This is an optimization exercise on Yosys and OpenROAD, whose aim is small area, not a production implementation.
The RTL was checked by simulation tests, not by an equivalence proof against the original design.
Power is estimated from default activity; no workload was simulated.

==> run a <==
==> flow/design.v <==
`timescale 1ns / 1ps
module mycpu_top(
    input clk,
    input resetn,
    input int_in, 
    output inst_sram_en,
    output [3:0] inst_sram_wen,
    output [31:0] inst_sram_addr,
    output [31:0] inst_sram_wdata,
    input  [31:0] inst_sram_rdata,
    output data_sram_en,
    output [3:0]data_sram_wen,
    output [31:0]data_sram_addr,
    output [31:0]data_sram_wdata,
    input  [31:0]data_sram_rdata,
    output [31:0]debug_wb_pc,
    output [3:0] debug_wb_rf_wen,
    output [4:0] debug_wb_rf_wnum,
    output [31:0]debug_wb_rf_wdata,
    output over
    );
wire rst = ~resetn;
function [29:0] inc30(input [29:0] a);
    integer i, j;
    reg [5:0] bc;
    reg c;
    begin
        bc[0] = 1'b1;
        for (j = 1; j < 6; j = j + 1)
            bc[j] = bc[j-1] & (&a[5*(j-1) +: 5]);
        for (i = 0; i < 30; i = i + 1) begin
            c = bc[i/5];
            for (j = 5 * (i / 5); j < i; j = j + 1)
                c = c & a[j];
            inc30[i] = a[i] ^ c;
        end
    end
endfunction
function [29:0] addsx(input [29:0] a, input [15:0] b);
    integer i;
    reg c, s;
    begin
        c = 1'b0;
        for (i = 0; i < 16; i = i + 1) begin
            addsx[i] = a[i] ^ b[i] ^ c;
            c = (a[i] & b[i]) | (a[i] & c) | (b[i] & c);
        end
        s = b[15];
        c = c ^ s;
        for (i = 16; i < 30; i = i + 1) begin
            addsx[i] = a[i] ^ c;
            c = (a[i] ^ s) & c;
        end
    end
endfunction
function [29:0] add30(input [29:0] a, input [29:0] b);
    integer i;
    reg c;
    begin
        c = 1'b0;
        for (i = 0; i < 30; i = i + 1) begin
            add30[i] = a[i] ^ b[i] ^ c;
            c = (a[i] & b[i]) | (a[i] & c) | (b[i] & c);
        end
    end
endfunction
assign inst_sram_en    = 1'b1;
assign inst_sram_wen   = 4'b0000;
assign inst_sram_wdata = 32'b0;
assign data_sram_en    = 1'b1;
reg  [31:0] pc;
reg  [1:0]  stall;           
reg         isj_m;           
reg  [31:0] rd1_e;           
wire        pc_stall = |stall;
wire [31:0] pc_plus4 = {inc30(pc[31:2]), pc[1:0]};
wire [31:0] pc_in = isj_m ? rd1_e : (pc_stall ? pc : pc_plus4);
assign inst_sram_addr = {3'b0, pc_in[28:0]};
always @(posedge clk)
    if (rst) pc <= 32'hbfc00000;
    else     pc <= pc_in;
reg [31:0] ir_d;
reg        v_d;
wire [5:0] op_f = inst_sram_rdata[31:26];
wire memop_f = (op_f == 6'b100011) | (op_f == 6'b101011);
wire br_f    = (op_f == 6'b000100) | (op_f == 6'b000101) | (op_f == 6'b000001) |
               (op_f == 6'b000010) | (op_f == 6'b000011) |
               ((op_f == 6'b000000) & (inst_sram_rdata[5:0] == 6'b001000));
always @(posedge clk or posedge rst)
    if (rst) begin
        ir_d <= 32'b0; v_d <= 1'b0; stall <= 2'd0;
    end else if (pc_stall) begin
        ir_d <= 32'b0; v_d <= 1'b0; stall <= stall - 2'd1;
    end else begin
        ir_d <= inst_sram_rdata; v_d <= 1'b1;
        stall <= memop_f ? 2'd2 : br_f ? 2'd3 : 2'd0;
    end
reg          rw_w;
reg  [4:0]   wr_w;
reg  [31:0]  result_w;
reg  [1023:0] rf;
wire [31:0] we = rw_w ? (32'b1 << wr_w) : 32'b0;    
wire [31:0] wd = rst ? 32'b0 : result_w;
genvar gi;
generate for (gi = 0; gi < 32; gi = gi + 1) begin : g_rf
    always @(posedge clk)
        if (we[gi] | rst) rf[gi*32 +: 32] <= wd;
end endgenerate
wire [4:0] a1 = ir_d[25:21];
wire [4:0] a2 = ir_d[20:16];
wire        rw_e;
wire [4:0]  wr_e;
wire [31:0] alu_out_e;
reg         rw_m;
reg  [4:0]  wr_m;
wire [31:0] result_m;
reg  ph_p, ph_n;
always @(posedge clk) ph_p <= ~ph_p;
always @(negedge clk) ph_n <= ph_p;
wire ph_hi = ph_p ^ ph_n;
wire [4:0]  ra  = ph_hi ? a2 : a1;
wire fw  = rw_w & (wr_w == ra);                         
wire [31:0] sel = (32'b1 << ra) & ~we;
reg  [31:0] rfr;
integer k;
always @* begin
    rfr = {32{fw}} & result_w;
    for (k = 0; k < 32; k = k + 1)
        rfr = rfr | ({32{sel[k]}} & rf[k*32 +: 32]);
end
reg  [31:0] rt_val;
always @(negedge clk)
    rt_val <= rfr;
wire [31:0] rd1 = (rw_e && wr_e == a1) ? alu_out_e :
                  (rw_m && wr_m == a1) ? result_m : rfr;
wire [31:0] rd2 = (rw_e && wr_e == a2) ? alu_out_e :
                  (rw_m && wr_m == a2) ? result_m : rt_val;
reg [31:0] ir_e;
reg        alu_src, sub_mode;    
wire [5:0] op_d = ir_d[31:26];
wire [5:0] fn_d = ir_d[5:0];
wire alu_src_d = (op_d == 6'b001000) | (op_d == 6'b001001) | (op_d == 6'b001100) |
                 (op_d == 6'b001101) | (op_d == 6'b001110) | (op_d == 6'b001111) |
                 (op_d == 6'b100011) | (op_d == 6'b101011);
wire sub_d = (op_d == 6'b000100) | (op_d == 6'b000101) | (op_d == 6'b000001) |
             ((op_d == 6'b000000) & ((fn_d == 6'b100010) | (fn_d == 6'b100011) |
                                     (fn_d == 6'b101010) | (fn_d == 6'b101011)));
reg        v_e;
reg [31:0] rd2_e;
wire       br_e;
wire [31:0] tgt_e;
always @(posedge clk or posedge rst)
    if (rst) begin
        ir_e <= 32'b0; v_e <= 1'b0; rd2_e <= 32'b0;
        alu_src <= 1'b0; sub_mode <= 1'b0;
    end else begin
        ir_e <= ir_d; v_e <= v_d; rd2_e <= rd2;
        alu_src <= alu_src_d; sub_mode <= sub_d;
    end
always @(posedge clk)
    rd1_e <= br_e ? tgt_e : rd1;
wire [5:0] op = ir_e[31:26];
wire [5:0] fn = ir_e[5:0];
wire rtype = (op == 6'b000000);
wire r_add  = rtype & ((fn == 6'b100000) | (fn == 6'b100001));
wire r_sub  = rtype & ((fn == 6'b100010) | (fn == 6'b100011));
wire r_and  = rtype & (fn == 6'b100100);
wire r_or   = rtype & (fn == 6'b100101);
wire r_xor  = rtype & (fn == 6'b100110);
wire r_slt  = rtype & (fn == 6'b101010);
wire r_sltu = rtype & (fn == 6'b101011);
wire r_srl  = rtype & (fn == 6'b000010);
wire r_jr   = rtype & (fn == 6'b001000);
wire r_sll  = rtype & (fn == 6'b000000) & (ir_e[25:6] != 20'b0);
wire i_addi = (op == 6'b001000) | (op == 6'b001001);
wire i_andi = (op == 6'b001100);
wire i_ori  = (op == 6'b001101);
wire i_xori = (op == 6'b001110);
wire i_lui  = (op == 6'b001111);
wire i_lw   = (op == 6'b100011);
wire i_sw   = (op == 6'b101011);
wire i_beq  = (op == 6'b000100);
wire i_bne  = (op == 6'b000101);
wire i_bgez = (op == 6'b000001);
wire i_j    = (op == 6'b000010);
wire i_jal  = (op == 6'b000011);
wire c_add = r_add | i_addi | i_lw | i_sw;
wire c_sub = r_sub | i_beq | i_bne | i_bgez;
wire c_and = r_and | i_andi;
wire c_or  = r_or  | i_ori;
wire c_xor = r_xor | i_xori;
wire reg_dst = i_addi | i_andi | i_ori | i_xori | i_lui | i_lw;
wire unsign  = i_ori | i_xori;
assign br_e  = i_beq | i_bne | i_bgez | i_j | i_jal | r_jr;
wire   stl_e = br_e | i_lw | i_sw;    
assign rw_e = r_add | r_sub | r_and | r_or | r_xor | r_slt | r_sltu | r_srl | r_sll |
              reg_dst | i_jal;
assign wr_e = i_jal ? 5'd31 : reg_dst ? ir_e[20:16] : ir_e[15:11];
wire [31:0] imm  = {{16{~unsign & ir_e[15]}}, ir_e[15:0]};
wire [31:0] num1 = rd1_e;
wire [31:0] num2 = alu_src ? imm : rd2_e;
wire [32:0] sum;
bk_add32 alu_add(.a(num1), .b(sub_mode ? ~num2 : num2), .cin(sub_mode), .s(sum));
wire        ltu = ~sum[32];
wire        slt = (num1[31] ^ num2[31]) ? num1[31] : ltu;
wire [4:0]  sh  = ir_e[10:6];
function [31:0] rev(input [31:0] x);
    integer i;
    for (i = 0; i < 32; i = i + 1) rev[i] = x[31-i];
endfunction
wire [31:0] shr = (r_sll ? rev(num2) : num2) >> sh;
assign over = (c_add | c_sub) & (num1[31] == num2[31]) & (num1[31] != sum[31]);
wire [3:0] lu_tt = {c_and | c_or | r_jr, c_or | c_xor | r_jr, c_or | c_xor, 1'b0};
reg  [31:0] lu;
integer b;
always @*
    for (b = 0; b < 32; b = b + 1)
        lu[b] = lu_tt[{num1[b], num2[b]}];
assign alu_out_e =
      ({32{c_add | c_sub}} & sum[31:0])
    | lu
    | ({32{i_lui}}  & {ir_e[15:0], 16'b0})
    | ({32{r_slt}}  & {31'b0, slt})
    | ({32{r_sltu}} & {31'b0, ltu})
    | ({32{r_srl}}  & shr)
    | ({32{r_sll}}  & rev(shr))
    | ({32{i_jal}}  & pc_plus4);
wire zero = (alu_out_e == 32'b0);
wire isj_e = (i_beq & zero) | (i_bne & ~zero) | i_bgez | i_j | i_jal | r_jr;
assign tgt_e = r_jr ? rd1_e :
               (i_j | i_jal) ? {pc[31:28], ir_e[25:0], 2'b00} :
               {addsx(pc[31:2], ir_e[15:0]), pc[1:0]};
reg [31:0] alu_out_m, wdata_m;
reg        m2r_m, mw_m, v_m, stl_m;
always @(posedge clk or posedge rst)
    if (rst) begin
        wdata_m <= 32'b0; mw_m <= 1'b0; rw_m <= 1'b0; isj_m <= 1'b0;
    end else begin
        wdata_m <= rd2_e; mw_m <= i_sw; rw_m <= rw_e; isj_m <= isj_e;
    end
always @(posedge clk) begin
    alu_out_m <= alu_out_e; m2r_m <= i_lw; wr_m <= wr_e;
    v_m <= v_e; stl_m <= stl_e;
end
assign data_sram_wen   = {4{mw_m}};
assign data_sram_wdata = wdata_m;
assign data_sram_addr  = {3'b0, mw_m ? alu_out_m[28:0] : alu_out_e[28:0]};
assign result_m = m2r_m ? data_sram_rdata : alu_out_m;
wire [1:0]  back_m = stl_m ? 2'd1 : stl_e ? 2'd2 : 2'd3;
wire [31:0] pc_m   = {add30(pc[31:2], {28'h fffffff, ~back_m + 2'd1}), pc[1:0]};
reg [31:0] pc_w;
always @(posedge clk or posedge rst)
    if (rst) begin
        rw_w <= 1'b0; wr_w <= 5'b0; result_w <= 32'b0; pc_w <= 32'b0;
    end else begin
        rw_w <= rw_m; wr_w <= wr_m; result_w <= result_m; pc_w <= v_m ? pc_m : 32'b0;
    end
assign debug_wb_pc       = pc_w;
assign debug_wb_rf_wen   = {4{rw_w}};
assign debug_wb_rf_wnum  = wr_w;
assign debug_wb_rf_wdata = result_w;
endmodule
module bk_add32(
    input  [31:0] a,
    input  [31:0] b,
    input         cin,
    output [32:0] s
);
    reg [31:0] g, pp, p;
    integer l, i;
    always @* begin
        p  = a ^ b;
        g  = a & b;
        pp = p;
        g[0] = g[0] | (p[0] & cin);
        for (l = 1; l < 32; l = l * 2)
            for (i = 2 * l - 1; i < 32; i = i + 2 * l) begin
                g[i]  = g[i] | (pp[i] & g[i - l]);
                pp[i] = pp[i] & pp[i - l];
            end
        for (l = 8; l >= 1; l = l / 2)
            for (i = 3 * l - 1; i < 32; i = i + 2 * l) begin
                g[i]  = g[i] | (pp[i] & g[i - l]);
                pp[i] = pp[i] & pp[i - l];
            end
    end
    assign s = {g[31], p ^ {g[30:0], cin}};
endmodule
==> flow/flow/run.sh <==
#!/bin/bash
# Standard ORFS layout (the standard.sh, unchanged synthesis), with two
# knobs the flow settings do not reach:
#  - port buffers use the smallest buffer cell instead of clkdlybuf4s50_1;
#  - clock tree sink clusters of up to 30 flops within 60 um, no dummy loads.
set -euo pipefail
export BUFFER_PORTS_ARGS="-buffer_cell sky130_fd_sc_hd__buf_1"
export CTS_ARGS="-sink_clustering_enable -repair_clock_nets -sink_clustering_size 30 -sink_clustering_max_diameter 60 -dont_use_dummy_load"
bash standard.sh > standard_flow.log 2>&1
==> flow/standard.sh <==
#!/bin/bash
# synth_recipe.tcl (not shown) runs the flow's synth.tcl, then flattens the netlist and writes it again
# the make line also repeats each setting of config.mk as NAME=value (left out here)
make -C /OpenROAD-flow-scripts/flow DESIGN_CONFIG=/design/flow/config.mk WORK_HOME=/design/flow/orfs CLKGATE_MAP_FILE= SYNTH_SCRIPT=/design/flow/synth_recipe.tcl "${@:-finish}"
==> flow/config.mk <==
export PLATFORM = sky130hd
export DESIGN_NAME = mycpu_top
export DESIGN_NICKNAME = mycpu_top
export VERILOG_FILES = /design/flow/design.v
export SDC_FILE = /design/flow/constraint.sdc
export NUM_CORES = 4
export LEC_CHECK = 0
export CAP_MARGIN = 20
export CORE_MARGIN = 2
export CORE_UTILIZATION = 30
export SLEW_MARGIN = 20
==> flow/constraint.sdc <==
create_clock -name core_clock -period 11.0 [get_ports {clk}]
set_input_delay 2.2000 -clock core_clock [delete_from_list [all_inputs] [get_ports {clk}]]
set_output_delay 2.2000 -clock core_clock [all_outputs]
set_load 0.01 [all_outputs]
==> run b (differences from run a) <==
--- a/flow/design.v
+++ b/flow/design.v
@@ -90,9 +90,11 @@
     if (rst) begin
-        ir_d <= 32'b0; v_d <= 1'b0; stall <= 2'd0;
+        v_d <= 1'b0; stall <= 2'd0;
     end else if (pc_stall) begin
-        ir_d <= 32'b0; v_d <= 1'b0; stall <= stall - 2'd1;
-    end else begin
-        ir_d <= inst_sram_rdata; v_d <= 1'b1;
+        v_d <= 1'b0; stall <= stall - 2'd1;
+    end else begin
+        v_d <= 1'b1;
         stall <= memop_f ? 2'd2 : br_f ? 2'd3 : 2'd0;
     end
+always @(posedge clk)
+    ir_d <= inst_sram_rdata;
 reg          rw_w;
@@ -109,3 +111,3 @@
 wire [4:0] a1 = ir_d[25:21];
-wire [4:0] a2 = ir_d[20:16];
+wire [4:0] a2 = v_d ? ir_d[20:16] : 5'd0;       
 wire        rw_e;
@@ -153,8 +155,9 @@
     if (rst) begin
-        ir_e <= 32'b0; v_e <= 1'b0; rd2_e <= 32'b0;
-        alu_src <= 1'b0; sub_mode <= 1'b0;
-    end else begin
-        ir_e <= ir_d; v_e <= v_d; rd2_e <= rd2;
-        alu_src <= alu_src_d; sub_mode <= sub_d;
-    end
+        v_e <= 1'b0; rd2_e <= 32'b0;
+    end else begin
+        v_e <= v_d; rd2_e <= rd2;
+    end
+always @(posedge clk) begin
+    ir_e <= ir_d; alu_src <= alu_src_d; sub_mode <= sub_d;
+end
 always @(posedge clk)
@@ -163,3 +166,3 @@
 wire [5:0] fn = ir_e[5:0];
-wire rtype = (op == 6'b000000);
+wire rtype = v_e & (op == 6'b000000);
 wire r_add  = rtype & ((fn == 6'b100000) | (fn == 6'b100001));
@@ -174,14 +177,14 @@
 wire r_sll  = rtype & (fn == 6'b000000) & (ir_e[25:6] != 20'b0);
-wire i_addi = (op == 6'b001000) | (op == 6'b001001);
-wire i_andi = (op == 6'b001100);
-wire i_ori  = (op == 6'b001101);
-wire i_xori = (op == 6'b001110);
-wire i_lui  = (op == 6'b001111);
-wire i_lw   = (op == 6'b100011);
-wire i_sw   = (op == 6'b101011);
-wire i_beq  = (op == 6'b000100);
-wire i_bne  = (op == 6'b000101);
-wire i_bgez = (op == 6'b000001);
-wire i_j    = (op == 6'b000010);
-wire i_jal  = (op == 6'b000011);
+wire i_addi = v_e & ((op == 6'b001000) | (op == 6'b001001));
+wire i_andi = v_e & ((op == 6'b001100));
+wire i_ori  = v_e & ((op == 6'b001101));
+wire i_xori = v_e & ((op == 6'b001110));
+wire i_lui  = v_e & ((op == 6'b001111));
+wire i_lw   = v_e & ((op == 6'b100011));
+wire i_sw   = v_e & ((op == 6'b101011));
+wire i_beq  = v_e & ((op == 6'b000100));
+wire i_bne  = v_e & ((op == 6'b000101));
+wire i_bgez = v_e & ((op == 6'b000001));
+wire i_j    = v_e & ((op == 6'b000010));
+wire i_jal  = v_e & ((op == 6'b000011));
 wire c_add = r_add | i_addi | i_lw | i_sw;
@@ -197,3 +200,3 @@
               reg_dst | i_jal;
-assign wr_e = i_jal ? 5'd31 : reg_dst ? ir_e[20:16] : ir_e[15:11];
+assign wr_e = i_jal ? 5'd31 : reg_dst ? ir_e[20:16] : v_e ? ir_e[15:11] : 5'd0;
 wire [31:0] imm  = {{16{~unsign & ir_e[15]}}, ir_e[15:0]};
==> run c (differences from run a) <==
--- a/flow/design.v
+++ b/flow/design.v
@@ -90,9 +90,11 @@
     if (rst) begin
-        ir_d <= 32'b0; v_d <= 1'b0; stall <= 2'd0;
+        v_d <= 1'b0; stall <= 2'd0;
     end else if (pc_stall) begin
-        ir_d <= 32'b0; v_d <= 1'b0; stall <= stall - 2'd1;
-    end else begin
-        ir_d <= inst_sram_rdata; v_d <= 1'b1;
+        v_d <= 1'b0; stall <= stall - 2'd1;
+    end else begin
+        v_d <= 1'b1;
         stall <= memop_f ? 2'd2 : br_f ? 2'd3 : 2'd0;
     end
+always @(posedge clk)
+    ir_d <= inst_sram_rdata;
 reg          rw_w;
@@ -109,3 +111,3 @@
 wire [4:0] a1 = ir_d[25:21];
-wire [4:0] a2 = ir_d[20:16];
+wire [4:0] a2 = v_d ? ir_d[20:16] : 5'd0;       
 wire        rw_e;
@@ -153,8 +155,9 @@
     if (rst) begin
-        ir_e <= 32'b0; v_e <= 1'b0; rd2_e <= 32'b0;
-        alu_src <= 1'b0; sub_mode <= 1'b0;
-    end else begin
-        ir_e <= ir_d; v_e <= v_d; rd2_e <= rd2;
-        alu_src <= alu_src_d; sub_mode <= sub_d;
-    end
+        v_e <= 1'b0; rd2_e <= 32'b0;
+    end else begin
+        v_e <= v_d; rd2_e <= rd2;
+    end
+always @(posedge clk) begin
+    ir_e <= ir_d; alu_src <= alu_src_d; sub_mode <= sub_d;
+end
 always @(posedge clk)
@@ -163,3 +166,3 @@
 wire [5:0] fn = ir_e[5:0];
-wire rtype = (op == 6'b000000);
+wire rtype = v_e & (op == 6'b000000);
 wire r_add  = rtype & ((fn == 6'b100000) | (fn == 6'b100001));
@@ -174,14 +177,14 @@
 wire r_sll  = rtype & (fn == 6'b000000) & (ir_e[25:6] != 20'b0);
-wire i_addi = (op == 6'b001000) | (op == 6'b001001);
-wire i_andi = (op == 6'b001100);
-wire i_ori  = (op == 6'b001101);
-wire i_xori = (op == 6'b001110);
-wire i_lui  = (op == 6'b001111);
-wire i_lw   = (op == 6'b100011);
-wire i_sw   = (op == 6'b101011);
-wire i_beq  = (op == 6'b000100);
-wire i_bne  = (op == 6'b000101);
-wire i_bgez = (op == 6'b000001);
-wire i_j    = (op == 6'b000010);
-wire i_jal  = (op == 6'b000011);
+wire i_addi = v_e & ((op == 6'b001000) | (op == 6'b001001));
+wire i_andi = v_e & ((op == 6'b001100));
+wire i_ori  = v_e & ((op == 6'b001101));
+wire i_xori = v_e & ((op == 6'b001110));
+wire i_lui  = v_e & ((op == 6'b001111));
+wire i_lw   = v_e & ((op == 6'b100011));
+wire i_sw   = v_e & ((op == 6'b101011));
+wire i_beq  = v_e & ((op == 6'b000100));
+wire i_bne  = v_e & ((op == 6'b000101));
+wire i_bgez = v_e & ((op == 6'b000001));
+wire i_j    = v_e & ((op == 6'b000010));
+wire i_jal  = v_e & ((op == 6'b000011));
 wire c_add = r_add | i_addi | i_lw | i_sw;
@@ -197,3 +200,3 @@
               reg_dst | i_jal;
-assign wr_e = i_jal ? 5'd31 : reg_dst ? ir_e[20:16] : ir_e[15:11];
+assign wr_e = i_jal ? 5'd31 : reg_dst ? ir_e[20:16] : v_e ? ir_e[15:11] : 5'd0;
 wire [31:0] imm  = {{16{~unsign & ir_e[15]}}, ir_e[15:0]};
@@ -227,3 +230,3 @@
     | ({32{i_jal}}  & pc_plus4);
-wire zero = (alu_out_e == 32'b0);
+wire zero = (sum[31:0] == 32'b0);    
 wire isj_e = (i_beq & zero) | (i_bne & ~zero) | i_bgez | i_j | i_jal | r_jr;
@@ -246,3 +249,3 @@
 assign data_sram_wdata = wdata_m;
-assign data_sram_addr  = {3'b0, mw_m ? alu_out_m[28:0] : alu_out_e[28:0]};
+assign data_sram_addr  = {3'b0, (mw_m ? alu_out_m[28:0] : 29'b0) | alu_out_e[28:0]};
 assign result_m = m2r_m ? data_sram_rdata : alu_out_m;
==> flow/flow/run.sh (replaced) <==
#!/bin/bash
# Standard ORFS layout (the standard.sh and synthesis script), with three
# knobs the flow settings do not reach:
#  - Yosys's ABC pass maps the logic with an area-oriented script
#    (flow/abc_map.script: one &nf mapping with the delay relaxed) instead
#    of ORFS's five-round delay-oriented one; registers are untouched;
#  - port buffers use the smallest buffer cell instead of clkdlybuf4s50_1;
#  - clock tree sink clusters of up to 30 flops within 70 um, no dummy loads.
# If the routed layout still has an antenna violation or routing DRC, the
# layout is redone at a slightly different core utilization (45% first).
set -uo pipefail
work=$(pwd)
rm -rf "$work/orfs_scripts"
cp -r "$FLOW_HOME/scripts" "$work/orfs_scripts"
cp "$work/flow/abc_map.script" "$work/orfs_scripts/abc_speed.script"
export SCRIPTS_DIR="$work/orfs_scripts"
export BUFFER_PORTS_ARGS="-buffer_cell sky130_fd_sc_hd__buf_1"
export CTS_ARGS="-sink_clustering_enable -repair_clock_nets -sink_clustering_size 30 -sink_clustering_max_diameter 70 -dont_use_dummy_load"

layout_ok() {
    local res=orfs/results/sky130hd/mycpu_top/base
    [[ -f $res/6_final.odb && -f out/final.def ]] || return 1
    openroad -no_init -exit flow/check.tcl > "check_$1.log" 2>&1 || return 1
    grep -q "^ANT 0$" "check_$1.log" || return 1
    # the detailed router's own final violation count
    local last
    last=$(grep "Number of violations" orfs/logs/sky130hd/mycpu_top/base/5_2_route.log | tail -n 1)
    [[ -z "$last" || "$last" == *"= 0."* ]]
}

bash standard.sh > standard_flow.log 2>&1
if layout_ok first; then exit 0; fi
for u in 40 50; do
    mv orfs "orfs_before_u$u"
    rm -f out/final.def
    bash standard.sh "CORE_UTILIZATION=$u" finish > "standard_flow_u$u.log" 2>&1
    if layout_ok "u$u"; then exit 0; fi
done
exit 0
==> flow/flow/abc_map.script (new file) <==
&get -n
&st
&syn2
&dch -f
&nf -R 1000
&put
buffer -c
topo
stime -c
upsize -c
dnsize -c
==> flow/flow/check.tcl (new file) <==
# Count antenna violations on the finished layout.
read_db orfs/results/sky130hd/mycpu_top/base/6_final.odb
puts "ANT [check_antennas]"
--- a/flow/config.mk
+++ b/flow/config.mk
@@ -9,3 +9,4 @@
 export CORE_MARGIN = 2
-export CORE_UTILIZATION = 30
+export CORE_UTILIZATION = 45
+export PLACE_DENSITY = 0.65
 export SLEW_MARGIN = 20
==> run d (differences from run a) <==
--- a/flow/design.v
+++ b/flow/design.v
@@ -90,9 +90,11 @@
     if (rst) begin
-        ir_d <= 32'b0; v_d <= 1'b0; stall <= 2'd0;
+        v_d <= 1'b0; stall <= 2'd0;
     end else if (pc_stall) begin
-        ir_d <= 32'b0; v_d <= 1'b0; stall <= stall - 2'd1;
-    end else begin
-        ir_d <= inst_sram_rdata; v_d <= 1'b1;
+        v_d <= 1'b0; stall <= stall - 2'd1;
+    end else begin
+        v_d <= 1'b1;
         stall <= memop_f ? 2'd2 : br_f ? 2'd3 : 2'd0;
     end
+always @(posedge clk)
+    ir_d <= inst_sram_rdata;
 reg          rw_w;
@@ -109,3 +111,3 @@
 wire [4:0] a1 = ir_d[25:21];
-wire [4:0] a2 = ir_d[20:16];
+wire [4:0] a2 = v_d ? ir_d[20:16] : 5'd0;       
 wire        rw_e;
@@ -153,8 +155,9 @@
     if (rst) begin
-        ir_e <= 32'b0; v_e <= 1'b0; rd2_e <= 32'b0;
-        alu_src <= 1'b0; sub_mode <= 1'b0;
-    end else begin
-        ir_e <= ir_d; v_e <= v_d; rd2_e <= rd2;
-        alu_src <= alu_src_d; sub_mode <= sub_d;
-    end
+        v_e <= 1'b0; rd2_e <= 32'b0;
+    end else begin
+        v_e <= v_d; rd2_e <= rd2;
+    end
+always @(posedge clk) begin
+    ir_e <= ir_d; alu_src <= alu_src_d; sub_mode <= sub_d;
+end
 always @(posedge clk)
@@ -163,3 +166,3 @@
 wire [5:0] fn = ir_e[5:0];
-wire rtype = (op == 6'b000000);
+wire rtype = v_e & (op == 6'b000000);
 wire r_add  = rtype & ((fn == 6'b100000) | (fn == 6'b100001));
@@ -174,14 +177,14 @@
 wire r_sll  = rtype & (fn == 6'b000000) & (ir_e[25:6] != 20'b0);
-wire i_addi = (op == 6'b001000) | (op == 6'b001001);
-wire i_andi = (op == 6'b001100);
-wire i_ori  = (op == 6'b001101);
-wire i_xori = (op == 6'b001110);
-wire i_lui  = (op == 6'b001111);
-wire i_lw   = (op == 6'b100011);
-wire i_sw   = (op == 6'b101011);
-wire i_beq  = (op == 6'b000100);
-wire i_bne  = (op == 6'b000101);
-wire i_bgez = (op == 6'b000001);
-wire i_j    = (op == 6'b000010);
-wire i_jal  = (op == 6'b000011);
+wire i_addi = v_e & ((op == 6'b001000) | (op == 6'b001001));
+wire i_andi = v_e & ((op == 6'b001100));
+wire i_ori  = v_e & ((op == 6'b001101));
+wire i_xori = v_e & ((op == 6'b001110));
+wire i_lui  = v_e & ((op == 6'b001111));
+wire i_lw   = v_e & ((op == 6'b100011));
+wire i_sw   = v_e & ((op == 6'b101011));
+wire i_beq  = v_e & ((op == 6'b000100));
+wire i_bne  = v_e & ((op == 6'b000101));
+wire i_bgez = v_e & ((op == 6'b000001));
+wire i_j    = v_e & ((op == 6'b000010));
+wire i_jal  = v_e & ((op == 6'b000011));
 wire c_add = r_add | i_addi | i_lw | i_sw;
@@ -197,3 +200,3 @@
               reg_dst | i_jal;
-assign wr_e = i_jal ? 5'd31 : reg_dst ? ir_e[20:16] : ir_e[15:11];
+assign wr_e = i_jal ? 5'd31 : reg_dst ? ir_e[20:16] : v_e ? ir_e[15:11] : 5'd0;
 wire [31:0] imm  = {{16{~unsign & ir_e[15]}}, ir_e[15:0]};
--- a/flow/flow/run.sh
+++ b/flow/flow/run.sh
@@ -1,4 +1,7 @@
 #!/bin/bash
-# Standard ORFS layout (the standard.sh, unchanged synthesis), with two
+# Standard ORFS layout (the standard.sh and synthesis script), with three
 # knobs the flow settings do not reach:
+#  - Yosys's ABC pass maps the logic with an area-oriented script
+#    (flow/abc_map.script: one &nf mapping with the delay relaxed) instead
+#    of ORFS's five-round delay-oriented one; registers are untouched;
 #  - port buffers use the smallest buffer cell instead of clkdlybuf4s50_1;
@@ -6,2 +9,7 @@
 set -euo pipefail
+work=$(pwd)
+rm -rf "$work/orfs_scripts"
+cp -r "$FLOW_HOME/scripts" "$work/orfs_scripts"
+cp "$work/flow/abc_map.script" "$work/orfs_scripts/abc_speed.script"
+export SCRIPTS_DIR="$work/orfs_scripts"
 export BUFFER_PORTS_ARGS="-buffer_cell sky130_fd_sc_hd__buf_1"
==> flow/flow/abc_map.script (new file) <==
&get -n
&st
&syn2
&dch -f
&nf -R 1000
&put
buffer -c
topo
stime -c
upsize -c
dnsize -c
==> comparison table <==
item                                                                 run a            run b                    run c                    run d
Outcome                                            complete, no violations  failed layout checks  complete, no violations  complete, no violations
Reasons for failing layout checks                                        -    antenna rules                        -                        -
P_seq                                                              7.33 mW          6.70 mW                  6.66 mW                  6.67 mW
Share of total power in sequential cells                             49.5%            54.8%                    57.1%                    57.3%
Worst setup slack after placement                                 1.074 ns         1.233 ns                0.8154 ns                0.7313 ns
Post-synthesis area per instance                                 14.03 um2        13.87 um2                13.88 um2                13.65 um2
Die area                                                        0.2044 mm2       0.1998 mm2               0.1289 mm2               0.1922 mm2
WL met2                                                          116800 um        114800 um                 87860 um                 91990 um
Destination of the critical timing path                           rd1_e[0]        rd1_e[16]                rd1_e[19]                rd1_e[14]
Power in the clock group                                           3.18 mW          3.16 mW                  3.05 mW                  3.03 mW
Largest net degree at the start of global routing                       80               82                       72                       68
Leakage power of the design                                       24.42 nW         23.86 nW                 23.09 nW                 22.98 nW
Power per Cell Area                                           219.3 mW/mm2     184.3 mW/mm2             186.4 mW/mm2             182.3 mW/mm2
Post-Syn Area                                                  0.06025 mm2      0.05888 mm2              0.05671 mm2              0.05662 mm2
Ant. Diodes                                                              6                7                        2                        3
Total global-route track usage                                      23.47%           23.48%                   29.29%                   19.87%
Sequential-to-total area share from yosys stat                      64.75%           65.70%                   68.21%                   68.31%
Area of combinational cells with multiple inputs               0.01998 mm2      0.01897 mm2              0.01714 mm2              0.01697 mm2
Most common cell on crit path                                        buf_4            buf_4                    buf_4                        -
# clk buffers                                                           92               90                       87                       86
Vias after detailed routing                                          42320            40980                    38090                    37750
Placed cell areas                                              0.06500 mm2      0.06384 mm2              0.06026 mm2              0.06147 mm2
Largest stage delay on the critical path                           0.52 ns          0.71 ns                  0.83 ns                  0.51 ns
Detail-routed via count per cell                                     5.893            5.760                    6.378                    5.476
